Background: an optimization exercise with open tools, aiming at small area, a short achievable clock period and few clock cycles. Do not read the settings as production practice.
Function was checked by simulation only, so behaviour that the tests miss may differ from the original.

==> inputs of 03-20 <==
==> flow/design.v (excerpt) <==
module dna_vt_consensus (
	input  logic        clk,
	input  logic        rst_n,
	input  logic        in_valid,
	output logic        in_ready,
	input  logic [31:0] in_strand,
	input  logic [5:0]  in_len,
	input  logic        in_last,
	output logic        out_valid,
	output logic [9:0]  out_codeword,
	output logic [4:0]  out_data,
	output logic        out_syndrome_ok
);
	assign in_ready = 1'b1;
	logic        s_valid, s_last;
	logic [10:0] s_r;
	logic [5:0]  s_len;
	always_ff @(posedge clk or negedge rst_n)
		if (!rst_n) s_valid <= 1'b0;
		else        s_valid <= in_valid;
	always_ff @(posedge clk) begin
		s_last <= in_last;
		s_r    <= in_strand[10:0];
		s_len  <= in_len;
	end
	logic [9:0] c;
	hard_decoder hard (.r(s_r), .N(s_len), .c(c));
	logic       first;    
	logic [4:0] t [10];
	logic [9:0] cw_next;
	always_ff @(posedge clk or negedge rst_n)
		if (!rst_n) begin
			first     <= 1'b1;
			out_valid <= 1'b0;
		end else begin
			if (s_valid) first <= s_last;
			out_valid <= s_valid & s_last;
		end
	genvar gi;
	generate
		for (gi = 0; gi < 10; gi++) begin : cnt
			logic [4:0] b, g, tn;
			logic [4:0] p;
			logic en;
			assign b    = t[gi] | {5{first}};
			assign g    = b ^ {5{c[gi]}};
			assign en   = s_valid & (s_len > 6'(gi));
			assign p[0] = en;
			for (genvar j = 0; j < 4; j++) begin : ch
				assign p[j+1] = p[j] & g[j];
				assign tn[j]  = b[j] ^ p[j];
			end
			assign tn[4] = (b[4] & c[gi]) | (b[4] ^ p[4]);
			always_ff @(posedge clk) t[gi] <= tn;
			assign out_codeword[gi] = t[gi][4];
			assign cw_next[gi] = tn[4];
		end
  ...
==> module vt_decode, before the edit <==
module vt_decode (
	input  logic [9:0] data_in,
	output logic [4:0] recovered,
	output logic       good_syndrome
);
	wire [9:0] c = data_in;
	wire [5:0] T;
	wire s0, k1a, k1b;
	assign {k1a, s0}   = c[0] + c[2] + c[4];
	assign {k1b, T[0]} = s0 + !c[6] + c[8];
	wire s1, s2, k2a, k2b, k2c;
	assign {k2a, s1}   = c[1] + c[2] + c[5];
	assign {k2b, s2}   = c[9] + k1a + k1b;
	assign {k2c, T[1]} = s1 + s2;
	wire s3, s4, k3a, k3b, k3c;
	assign {k3a, s3}   = c[3] + c[4] + c[5];
	assign {k3b, s4}   = k2a + k2b + k2c;
	assign {k3c, T[2]} = s3 + s4;
	wire s5, s6, k4a, k4b, k4c;
	assign {k4a, s5}   = c[6] + c[7] + c[8];
	assign {k4b, s6}   = c[9] + k3a + k3b;
	assign {k4c, T[3]} = s5 + s6 + k3c;
	assign {T[5], T[4]} = k4a + k4b + k4c;
	assign recovered = {data_in[8], data_in[6], data_in[5], data_in[4], data_in[2]};
	assign good_syndrome = (T == 6'd6) || (T == 6'd27) || (T == 6'd48);
endmodule
==> module dna_vt_consensus, before the edit <==
module dna_vt_consensus (
	input  logic        clk,
	input  logic        rst_n,
	input  logic        in_valid,
	output logic        in_ready,
	input  logic [31:0] in_strand,
	input  logic [5:0]  in_len,
	input  logic        in_last,
	output logic        out_valid,
	output logic [9:0]  out_codeword,
	output logic [4:0]  out_data,
	output logic        out_syndrome_ok
);
	assign in_ready = 1'b1;
	logic        s_valid, s_last;
	logic [10:0] s_r;
	logic [5:0]  s_len;
	always_ff @(posedge clk or negedge rst_n)
		if (!rst_n) s_valid <= 1'b0;
		else        s_valid <= in_valid;
	always_ff @(posedge clk) begin
		s_last <= in_last;
		s_r    <= in_strand[10:0];
		s_len  <= in_len;
	end
	logic [9:0] c;
	hard_decoder hard (.r(s_r), .N(s_len), .c(c));
	logic       first;    
	logic [4:0] t [10];
	logic [9:0] cw_next;
	always_ff @(posedge clk or negedge rst_n)
		if (!rst_n) begin
			first     <= 1'b1;
			out_valid <= 1'b0;
		end else begin
			if (s_valid) first <= s_last;
			out_valid <= s_valid & s_last;
		end
	genvar gi;
	generate
		for (gi = 0; gi < 10; gi++) begin : cnt
			logic [4:0] b, g, tn;
			logic [4:0] p;
			logic en;
			assign b    = t[gi] | {5{first}};
			assign g    = b ^ {5{c[gi]}};
			assign en   = s_valid & (s_len > 6'(gi));
			assign p[0] = en;
			for (genvar j = 0; j < 4; j++) begin : ch
				assign p[j+1] = p[j] & g[j];
				assign tn[j]  = b[j] ^ p[j];
			end
			assign tn[4] = (b[4] & c[gi]) | (b[4] ^ p[4]);
			always_ff @(posedge clk) t[gi] <= tn;
			assign out_codeword[gi] = t[gi][4];
			assign cw_next[gi] = tn[4];
		end
	endgenerate
	logic syn_ok;
	vt_decode u_vt_decode (
		.data_in      (cw_next),
		.recovered    (),
		.good_syndrome(syn_ok)
	);
	always_ff @(posedge clk) out_syndrome_ok <= syn_ok;
	assign out_data = {out_codeword[8], out_codeword[6], out_codeword[5], out_codeword[4], out_codeword[2]};
endmodule
export LEC_CHECK = 0
export ABC_AREA = 1
export CAP_MARGIN = 20
export CORE_MARGIN = 2
export CORE_UTILIZATION = 50
export CTS_BUF_LIST = sky130_fd_sc_hd__clkbuf_4 sky130_fd_sc_hd__clkbuf_8 sky130_fd_sc_hd__clkbuf_16
export CTS_CLUSTER_DIAMETER = 30
export CTS_CLUSTER_SIZE = 6
export PLACE_DENSITY = 0.6
export SETUP_SLACK_MARGIN = 3
export SLEW_MARGIN = 20
create_clock -name core_clock -period 62.0 [get_ports {clk}]
standard.sh (not shown) runs the stock make flow with config.mk's settings and CLKGATE_MAP_FILE= SYNTH_SCRIPT=/design/flow/synth_recipe.tcl, a recipe that flattens the netlist after the stock synthesis.
==> flow/flow/run.sh <==
#!/bin/bash
# Standard layout with three changes:
# - after the standard synthesis, the combinational logic is re-mapped for
#   area (flow/recover.sh); registers, tie cells and full-adder cells are
#   kept as synthesized, with their names and cell types;
# - the ports are buffered with buf_1 cells;
# - clock tree synthesis runs with the standard arguments plus
#   -dont_use_dummy_load (no dummy load cells for balancing).
# Each tool writes its full output to its own log file in this folder.
set -euo pipefail
R=orfs/results/sky130hd/dna_vt_consensus/base
LIB=$FLOW_HOME/platforms/sky130hd/lib/sky130_fd_sc_hd__tt_025C_1v80.lib
bash standard.sh synth > synth.log 2>&1
cp $R/1_2_yosys.v synth_standard.v
# the standard synthesis's don't-use cells, as it passed them to ABC
grep -m1 -o 'abc -script.*' orfs/logs/sky130hd/dna_vt_consensus/base/1_2_yosys.log | grep -o -- '-dont_use [^ ]*' | tr '\n' ' ' > dont_use.txt
python3 flow/libmodels.py $LIB cell_models.v sky130_fd_sc_hd__fa_1,sky130_fd_sc_hd__fa_2,sky130_fd_sc_hd__fa_4 > libmodels.log 2>&1
bash flow/recover.sh synth_standard.v $R/1_2_yosys.v cell_models.v dont_use.txt > recover.log 2>&1
export CTS_ARGS="-sink_clustering_enable -repair_clock_nets -sink_clustering_size 6 -sink_clustering_max_diameter 30 -buf_list {sky130_fd_sc_hd__clkbuf_4 sky130_fd_sc_hd__clkbuf_8 sky130_fd_sc_hd__clkbuf_16} -dont_use_dummy_load"
BUFFER_PORTS_ARGS="-buffer_cell sky130_fd_sc_hd__buf_1" bash standard.sh finish > finish.log 2>&1
==> flow/flow/area.abc <==
strash
&get -n
&deepsyn -T 60
&dch
&nf -p -F 8 -A 4 -C 32 -R 1000
&put
topo
==> flow/flow/libmodels.py <==
# Write Verilog models (assign per output from the liberty function) of the
# combinational cells of a liberty file.
import re, sys
KEEP = set(sys.argv[3].split(',')) if len(sys.argv) > 3 else set()
lib = open(sys.argv[1]).read()
out = []
for m in re.finditer(r'\n\s*cell\s*\(\s*"?([\w]+)"?\s*\)\s*\{', lib):
    name = m.group(1)
    # find cell body by brace matching
    i = m.end(); depth = 1
    while depth:
        if lib[i] == '{': depth += 1
        elif lib[i] == '}': depth -= 1
        i += 1
    body = lib[m.end():i]
    seq = bool(re.search(r'\n\s*(ff|latch|statetable)\s*\(', body))
    pins = []
    for pm in re.finditer(r'\n\s*pin\s*\(\s*"?(\w+)"?\s*\)\s*\{', body):
        j = pm.end(); d = 1
        while d:
            if body[j] == '{': d += 1
            elif body[j] == '}': d -= 1
            j += 1
        pb = body[pm.end():j]
        dm = re.search(r'direction\s*:\s*"?(\w+)"?', pb)
        fm = re.search(r'function\s*:\s*"([^"]*)"', pb)
        pins.append((pm.group(1), dm.group(1) if dm else None, fm.group(1) if fm else None))
    seen=set(); pins=[x for x in pins if not (x[0] in seen or seen.add(x[0]))]
    ins = [p for p, d, f in pins if d == 'input']
    outs = [(p, f) for p, d, f in pins if d == 'output' and f]
    if seq or not ins or name in KEEP:
        allo = [p for p, d, f in pins if d == 'output']
        if not allo: continue
        s = '(* blackbox *)\nmodule %s(%s);\n' % (name, ', '.join(ins + allo))
        s += ''.join('  input %s;\n' % p for p in ins) + ''.join('  output %s;\n' % p for p in allo) + 'endmodule\n'
        out.append(s); continue
    if not outs: continue
    if any(re.search(r'VPWR|VGND|KAPWR|SLEEP', f) for p, f in outs): continue
    ports = ins + [p for p, f in outs]
    s = 'module %s(%s);\n' % (name, ', '.join(ports))
    s += ''.join('  input %s;\n' % p for p in ins)
    s += ''.join('  output %s;\n' % p for p, f in outs)
    for p, f in outs:
        e = f.replace('!', '~').replace('*', '&').replace('+', '|')
        e = re.sub(r'\)\s*\(', ') & (', e)
        s += '  assign %s = %s;\n' % (p, e)
    s += 'endmodule\n'
    out.append(s)
open(sys.argv[2], 'w').write('\n'.join(out))
print(len(out), 'models')
==> flow/flow/recover.sh <==
#!/bin/bash
# Area recovery on the standard synthesis: re-map the combinational logic of
# netlist IN with ABC for area only (ABC script flow/area.abc) and write OUT.
# Cells that MODELS declares as black boxes (flip-flops, tie cells, full
# adders) stay as they are, with their instance names and cell types; the
# other cells are read as their liberty functions.
# usage: recover.sh IN OUT MODELS DONTUSE_FILE
set -euo pipefail
IN=$1; OUT=$2; MODELS=$3; DONTUSE=$4
F=$(dirname $(readlink -f $0))
LIB=$FLOW_HOME/platforms/sky130hd/lib/sky130_fd_sc_hd__tt_025C_1v80.lib
cat > recover.ys <<EOY
read_verilog $MODELS
read_verilog $IN
hierarchy -top $FLOW_TOP
proc
flatten
techmap
opt_clean -purge
opt -fast
abc -liberty $LIB $(cat $DONTUSE) -script $F/area.abc
splitnets
opt_clean -purge
hilomap -singleton -hicell sky130_fd_sc_hd__conb_1 HI -locell sky130_fd_sc_hd__conb_1 LO
insbuf -buf sky130_fd_sc_hd__buf_4 A X
tee -o recover_stat.txt stat -liberty $LIB
write_verilog -noattr -nohex -nodec $OUT
EOY
yosys -s recover.ys
==> inputs of 01-13, as changes to 03-20 <==
--- a/flow/design.v
+++ b/flow/design.v
@@ -209,25 +209,22 @@
 	output logic       good_syndrome
 );
 	wire [9:0] c = data_in;
-	wire [5:0] T;
-	wire s0, k1a, k1b;
-	assign {k1a, s0}   = c[0] + c[2] + c[4];
-	assign {k1b, T[0]} = s0 + !c[6] + c[8];
-	wire s1, s2, k2a, k2b, k2c;
-	assign {k2a, s1}   = c[1] + c[2] + c[5];
-	assign {k2b, s2}   = c[9] + k1a + k1b;
-	assign {k2c, T[1]} = s1 + s2;
-	wire s3, s4, k3a, k3b, k3c;
-	assign {k3a, s3}   = c[3] + c[4] + c[5];
-	assign {k3b, s4}   = k2a + k2b + k2c;
-	assign {k3c, T[2]} = s3 + s4;
-	wire s5, s6, k4a, k4b, k4c;
-	assign {k4a, s5}   = c[6] + c[7] + c[8];
-	assign {k4b, s6}   = c[9] + k3a + k3b;
-	assign {k4c, T[3]} = s5 + s6 + k3c;
-	assign {T[5], T[4]} = k4a + k4b + k4c;
+	wire a0s, a0c, b0s, b0c;
+	assign {a0c, a0s} = c[0] + c[2] + c[4];
+	assign {b0c, b0s} = a0s + c[6] + c[8];
+	wire a1s, a1c, b1s, b1c, d1s, d1c;
+	assign {a1c, a1s} = c[1] + c[2] + c[5];
+	assign {b1c, b1s} = c[6] + c[9] + a0c;
+	assign {d1c, d1s} = a1s + b1s + b0c;
+	wire a2s, a2c, b2s, b2c, d2s, d2c;
+	assign {a2c, a2s} = c[3] + c[4] + c[5];
+	assign {b2c, b2s} = c[6] + a1c + b1c;
+	assign {d2c, d2s} = a2s + b2s + d1c;
+	wire [2:0] hi;
+	assign hi = 3'(a2c) + 3'(b2c) + 3'(d2c) + 3'(c[7]) + 3'(c[8]) + 3'(c[9]);
+	wire [5:0] s = {hi, d2s, d1s, b0s};
 	assign recovered = {data_in[8], data_in[6], data_in[5], data_in[4], data_in[2]};
-	assign good_syndrome = (T == 6'd6) || (T == 6'd27) || (T == 6'd48);
+	assign good_syndrome = (s == 6'd5) || (s == 6'd26) || (s == 6'd47);
 endmodule
 module dna_vt_consensus (
 	input  logic        clk,
@@ -271,17 +268,16 @@
 	generate
 		for (gi = 0; gi < 10; gi++) begin : cnt
 			logic [4:0] b, g, tn;
-			logic [4:0] p;
+			logic [5:0] p;
 			logic en;
 			assign b    = t[gi] | {5{first}};
 			assign g    = b ^ {5{c[gi]}};
 			assign en   = s_valid & (s_len > 6'(gi));
-			assign p[0] = en;
-			for (genvar j = 0; j < 4; j++) begin : ch
+			assign p[0] = en & ~(c[gi] & (b == 5'b10000));
+			for (genvar j = 0; j < 5; j++) begin : ch
 				assign p[j+1] = p[j] & g[j];
 				assign tn[j]  = b[j] ^ p[j];
 			end
-			assign tn[4] = (b[4] & c[gi]) | (b[4] ^ p[4]);
 			always_ff @(posedge clk) t[gi] <= tn;
 			assign out_codeword[gi] = t[gi][4];
 			assign cw_next[gi] = tn[4];
==> flow/flow/run.sh (replaced) <==
#!/bin/bash
# Standard layout with two changes:
# - after the standard synthesis, the combinational logic is re-mapped for
#   area (flow/recover.sh); registers, tie cells and full-adder cells are
#   kept as synthesized, with their names and cell types;
# - the ports are buffered with buf_1 cells.
# Each tool writes its full output to its own log file in this folder.
set -euo pipefail
R=orfs/results/sky130hd/dna_vt_consensus/base
LIB=$FLOW_HOME/platforms/sky130hd/lib/sky130_fd_sc_hd__tt_025C_1v80.lib
bash standard.sh synth > synth.log 2>&1
cp $R/1_2_yosys.v synth_standard.v
# the standard synthesis's don't-use cells, as it passed them to ABC
grep -m1 -o 'abc -script.*' orfs/logs/sky130hd/dna_vt_consensus/base/1_2_yosys.log | grep -o -- '-dont_use [^ ]*' | tr '\n' ' ' > dont_use.txt
python3 flow/libmodels.py $LIB cell_models.v sky130_fd_sc_hd__fa_1,sky130_fd_sc_hd__fa_2,sky130_fd_sc_hd__fa_4 > libmodels.log 2>&1
bash flow/recover.sh synth_standard.v $R/1_2_yosys.v cell_models.v dont_use.txt > recover.log 2>&1
BUFFER_PORTS_ARGS="-buffer_cell sky130_fd_sc_hd__buf_1" bash standard.sh finish > finish.log 2>&1
==> inputs of 02-17, as changes to 03-20 <==
--- a/flow/design.v
+++ b/flow/design.v
@@ -209,25 +209,22 @@
 	output logic       good_syndrome
 );
 	wire [9:0] c = data_in;
-	wire [5:0] T;
-	wire s0, k1a, k1b;
-	assign {k1a, s0}   = c[0] + c[2] + c[4];
-	assign {k1b, T[0]} = s0 + !c[6] + c[8];
-	wire s1, s2, k2a, k2b, k2c;
-	assign {k2a, s1}   = c[1] + c[2] + c[5];
-	assign {k2b, s2}   = c[9] + k1a + k1b;
-	assign {k2c, T[1]} = s1 + s2;
-	wire s3, s4, k3a, k3b, k3c;
-	assign {k3a, s3}   = c[3] + c[4] + c[5];
-	assign {k3b, s4}   = k2a + k2b + k2c;
-	assign {k3c, T[2]} = s3 + s4;
-	wire s5, s6, k4a, k4b, k4c;
-	assign {k4a, s5}   = c[6] + c[7] + c[8];
-	assign {k4b, s6}   = c[9] + k3a + k3b;
-	assign {k4c, T[3]} = s5 + s6 + k3c;
-	assign {T[5], T[4]} = k4a + k4b + k4c;
+	wire a0s, a0c, b0s, b0c;
+	assign {a0c, a0s} = c[0] + c[2] + c[4];
+	assign {b0c, b0s} = a0s + c[6] + c[8];
+	wire a1s, a1c, b1s, b1c, d1s, d1c;
+	assign {a1c, a1s} = c[1] + c[2] + c[5];
+	assign {b1c, b1s} = c[6] + c[9] + a0c;
+	assign {d1c, d1s} = a1s + b1s + b0c;
+	wire a2s, a2c, b2s, b2c, d2s, d2c;
+	assign {a2c, a2s} = c[3] + c[4] + c[5];
+	assign {b2c, b2s} = c[6] + a1c + b1c;
+	assign {d2c, d2s} = a2s + b2s + d1c;
+	wire [2:0] hi;
+	assign hi = 3'(a2c) + 3'(b2c) + 3'(d2c) + 3'(c[7]) + 3'(c[8]) + 3'(c[9]);
+	wire [5:0] s = {hi, d2s, d1s, b0s};
 	assign recovered = {data_in[8], data_in[6], data_in[5], data_in[4], data_in[2]};
-	assign good_syndrome = (T == 6'd6) || (T == 6'd27) || (T == 6'd48);
+	assign good_syndrome = (s == 6'd5) || (s == 6'd26) || (s == 6'd47);
 endmodule
 module dna_vt_consensus (
 	input  logic        clk,
@@ -271,17 +268,16 @@
 	generate
 		for (gi = 0; gi < 10; gi++) begin : cnt
 			logic [4:0] b, g, tn;
-			logic [4:0] p;
+			logic [5:0] p;
 			logic en;
 			assign b    = t[gi] | {5{first}};
 			assign g    = b ^ {5{c[gi]}};
 			assign en   = s_valid & (s_len > 6'(gi));
-			assign p[0] = en;
-			for (genvar j = 0; j < 4; j++) begin : ch
+			assign p[0] = en & ~(c[gi] & (b == 5'b10000));
+			for (genvar j = 0; j < 5; j++) begin : ch
 				assign p[j+1] = p[j] & g[j];
 				assign tn[j]  = b[j] ^ p[j];
 			end
-			assign tn[4] = (b[4] & c[gi]) | (b[4] ^ p[4]);
 			always_ff @(posedge clk) t[gi] <= tn;
 			assign out_codeword[gi] = t[gi][4];
 			assign cw_next[gi] = tn[4];
==> flow/flow/run.sh (replaced) <==
#!/bin/bash
# Standard layout with two changes: after the standard synthesis the
# combinational logic is re-mapped for area (flow/recover.sh; registers are
# kept as synthesized), and the ports are buffered with buf_2 cells.
set -euo pipefail
R=orfs/results/sky130hd/dna_vt_consensus/base
bash standard.sh synth > synth.log 2>&1
cp $R/1_2_yosys.v synth_standard.v
grep -m1 -o 'abc -script.*' orfs/logs/sky130hd/dna_vt_consensus/base/1_2_yosys.log | grep -o -- '-dont_use [^ ]*' | tr '\n' ' ' > dont_use.txt
python3 flow/libmodels.py $FLOW_HOME/platforms/sky130hd/lib/sky130_fd_sc_hd__tt_025C_1v80.lib cell_models.v > libmodels.log 2>&1
bash flow/recover.sh synth_standard.v $R/1_2_yosys.v cell_models.v dont_use.txt > recover.log 2>&1
BUFFER_PORTS_ARGS="-buffer_cell sky130_fd_sc_hd__buf_2" bash standard.sh finish > finish.log 2>&1
==> flow/flow/area.abc (replaced) <==
strash
&get -n
&dch
&nf -R 1000
&put
topo
--- a/flow/flow/libmodels.py
+++ b/flow/flow/libmodels.py
@@ -1,7 +1,6 @@
 # Write Verilog models (assign per output from the liberty function) of the
 # combinational cells of a liberty file.
 import re, sys
-KEEP = set(sys.argv[3].split(',')) if len(sys.argv) > 3 else set()
 lib = open(sys.argv[1]).read()
 out = []
 for m in re.finditer(r'\n\s*cell\s*\(\s*"?([\w]+)"?\s*\)\s*\{', lib):
@@ -28,7 +27,7 @@
     seen=set(); pins=[x for x in pins if not (x[0] in seen or seen.add(x[0]))]
     ins = [p for p, d, f in pins if d == 'input']
     outs = [(p, f) for p, d, f in pins if d == 'output' and f]
-    if seq or not ins or name in KEEP:
+    if seq or not ins:
         allo = [p for p, d, f in pins if d == 'output']
         if not allo: continue
         s = '(* blackbox *)\nmodule %s(%s);\n' % (name, ', '.join(ins + allo))
--- a/flow/flow/recover.sh
+++ b/flow/flow/recover.sh
@@ -1,9 +1,8 @@
 #!/bin/bash
 # Area recovery on the standard synthesis: re-map the combinational logic of
 # netlist IN with ABC for area only (ABC script flow/area.abc) and write OUT.
-# Cells that MODELS declares as black boxes (flip-flops, tie cells, full
-# adders) stay as they are, with their instance names and cell types; the
-# other cells are read as their liberty functions.
+# Flip-flops and tie cells stay as they are (same instances, names and cell
+# types); the combinational cells are read as their liberty functions.
 # usage: recover.sh IN OUT MODELS DONTUSE_FILE
 set -euo pipefail
 IN=$1; OUT=$2; MODELS=$3; DONTUSE=$4
==> inputs of 02-02, as changes to 03-20 <==
--- a/flow/flow/run.sh
+++ b/flow/flow/run.sh
@@ -16,5 +16,5 @@
 grep -m1 -o 'abc -script.*' orfs/logs/sky130hd/dna_vt_consensus/base/1_2_yosys.log | grep -o -- '-dont_use [^ ]*' | tr '\n' ' ' > dont_use.txt
 python3 flow/libmodels.py $LIB cell_models.v sky130_fd_sc_hd__fa_1,sky130_fd_sc_hd__fa_2,sky130_fd_sc_hd__fa_4 > libmodels.log 2>&1
 bash flow/recover.sh synth_standard.v $R/1_2_yosys.v cell_models.v dont_use.txt > recover.log 2>&1
-export CTS_ARGS="-sink_clustering_enable -repair_clock_nets -sink_clustering_size 6 -sink_clustering_max_diameter 30 -buf_list {sky130_fd_sc_hd__clkbuf_4 sky130_fd_sc_hd__clkbuf_8 sky130_fd_sc_hd__clkbuf_16} -dont_use_dummy_load"
+export CTS_ARGS="-sink_clustering_enable -repair_clock_nets -sink_clustering_size 20 -sink_clustering_max_diameter 100 -buf_list {sky130_fd_sc_hd__clkbuf_4 sky130_fd_sc_hd__clkbuf_8 sky130_fd_sc_hd__clkbuf_16} -dont_use_dummy_load"
 BUFFER_PORTS_ARGS="-buffer_cell sky130_fd_sc_hd__buf_1" bash standard.sh finish > finish.log 2>&1
==> comparison <==
- Final cell count: 03-20 is lower than 02-17 (11%).
- In core utilization, 02-02 and 03-20 do not differ.
- 03-20 finished clean. 02-02 completed with no timing, DRC or antenna violations. 01-13 passed the timing, design-rule and antenna checks. 02-17 produced a clean layout.
- Fmax is the same in 03-20 and 02-02.
- Of 02-17 and 02-02, 02-17 has the higher register-to-register slack (gap 1.6 ns).
- Setup slack: 02-17 is lower than 03-20 (0.031 ns).
==> figures <==
metric                                                                              03-20           01-13           02-17           02-02
Outcome                                                                    finished clean  finished clean  finished clean  finished clean
Detailed placement HPWL                                                          7.129 mm        7.393 mm        7.461 mm        7.129 mm
Hold slack final                                                                0.4669 ns       0.4670 ns       0.4667 ns       0.4669 ns
Wire length of the first global-routing pass                                     15.33 mm        16.73 mm        17.06 mm        15.33 mm
Share of the cycle needed by the critical path after routing                       0.2142          0.2146          0.2147          0.2142
Detailed-route wire length                                                       9.295 mm        9.766 mm        10.08 mm        9.295 mm
Transition time at the pin with the least slew margin                           0.9950 ns       0.8073 ns       0.7670 ns       0.9950 ns
Number of search-and-repair iterations in the first detailed-routing pass               6               5               6               6
Clock network contribution to total cell area                                     0.02739         0.04586         0.04155         0.02739
Count of routing violations after the opening detailed-route iteration                228             116             311             228
Vertical die dimension                                                           95.93 um        97.67 um        99.36 um        95.93 um
Non-filler instance count after layout                                                656             684             735             656
Testbench counts of 03-20, summed over its fixed seeds: cycles 13,845.
Testbench counts of 01-13, summed over its fixed seeds: cycles 13,845.
Testbench counts of 02-17, summed over its fixed seeds: cycles 13,845.
Testbench counts of 02-02, summed over its fixed seeds: cycles 13,845.

## what the ideal ports hide
The results above use ideal ports. As a check the final layouts listed here were re-extracted and re-timed, cells and wires unchanged. Step 1, drivers: a clkbuf_16 drives clk and a buf_2 each remaining input, both assumed. Step 2, shift: input delay + t, output delay - t, t = (earliest + latest rising clock arrival at the registers) / 2. This alone moves slack from input paths to output paths. a / b / c = ideal ports / drivers / drivers and shift; a / b = the first two.
run | t, ns | setup slack, ns | worst register clock-pin slew, ns | worst slew at a driven data input, ns
03-20 | 0.359 | 48.719 / 48.686 / 49.045 | 0.08 / 0.08 | 0.03
01-13 | 0.368 | 48.692 / 48.660 / 49.028 | 0.08 / 0.08 | 0.04
02-17 | 0.379 | 48.688 / 48.656 / 49.035 | 0.09 / 0.09 | 0.04
02-02 | 0.359 | 48.719 / 48.686 / 49.045 | 0.08 / 0.08 | 0.03
After both steps setup and hold are still met in every run listed.
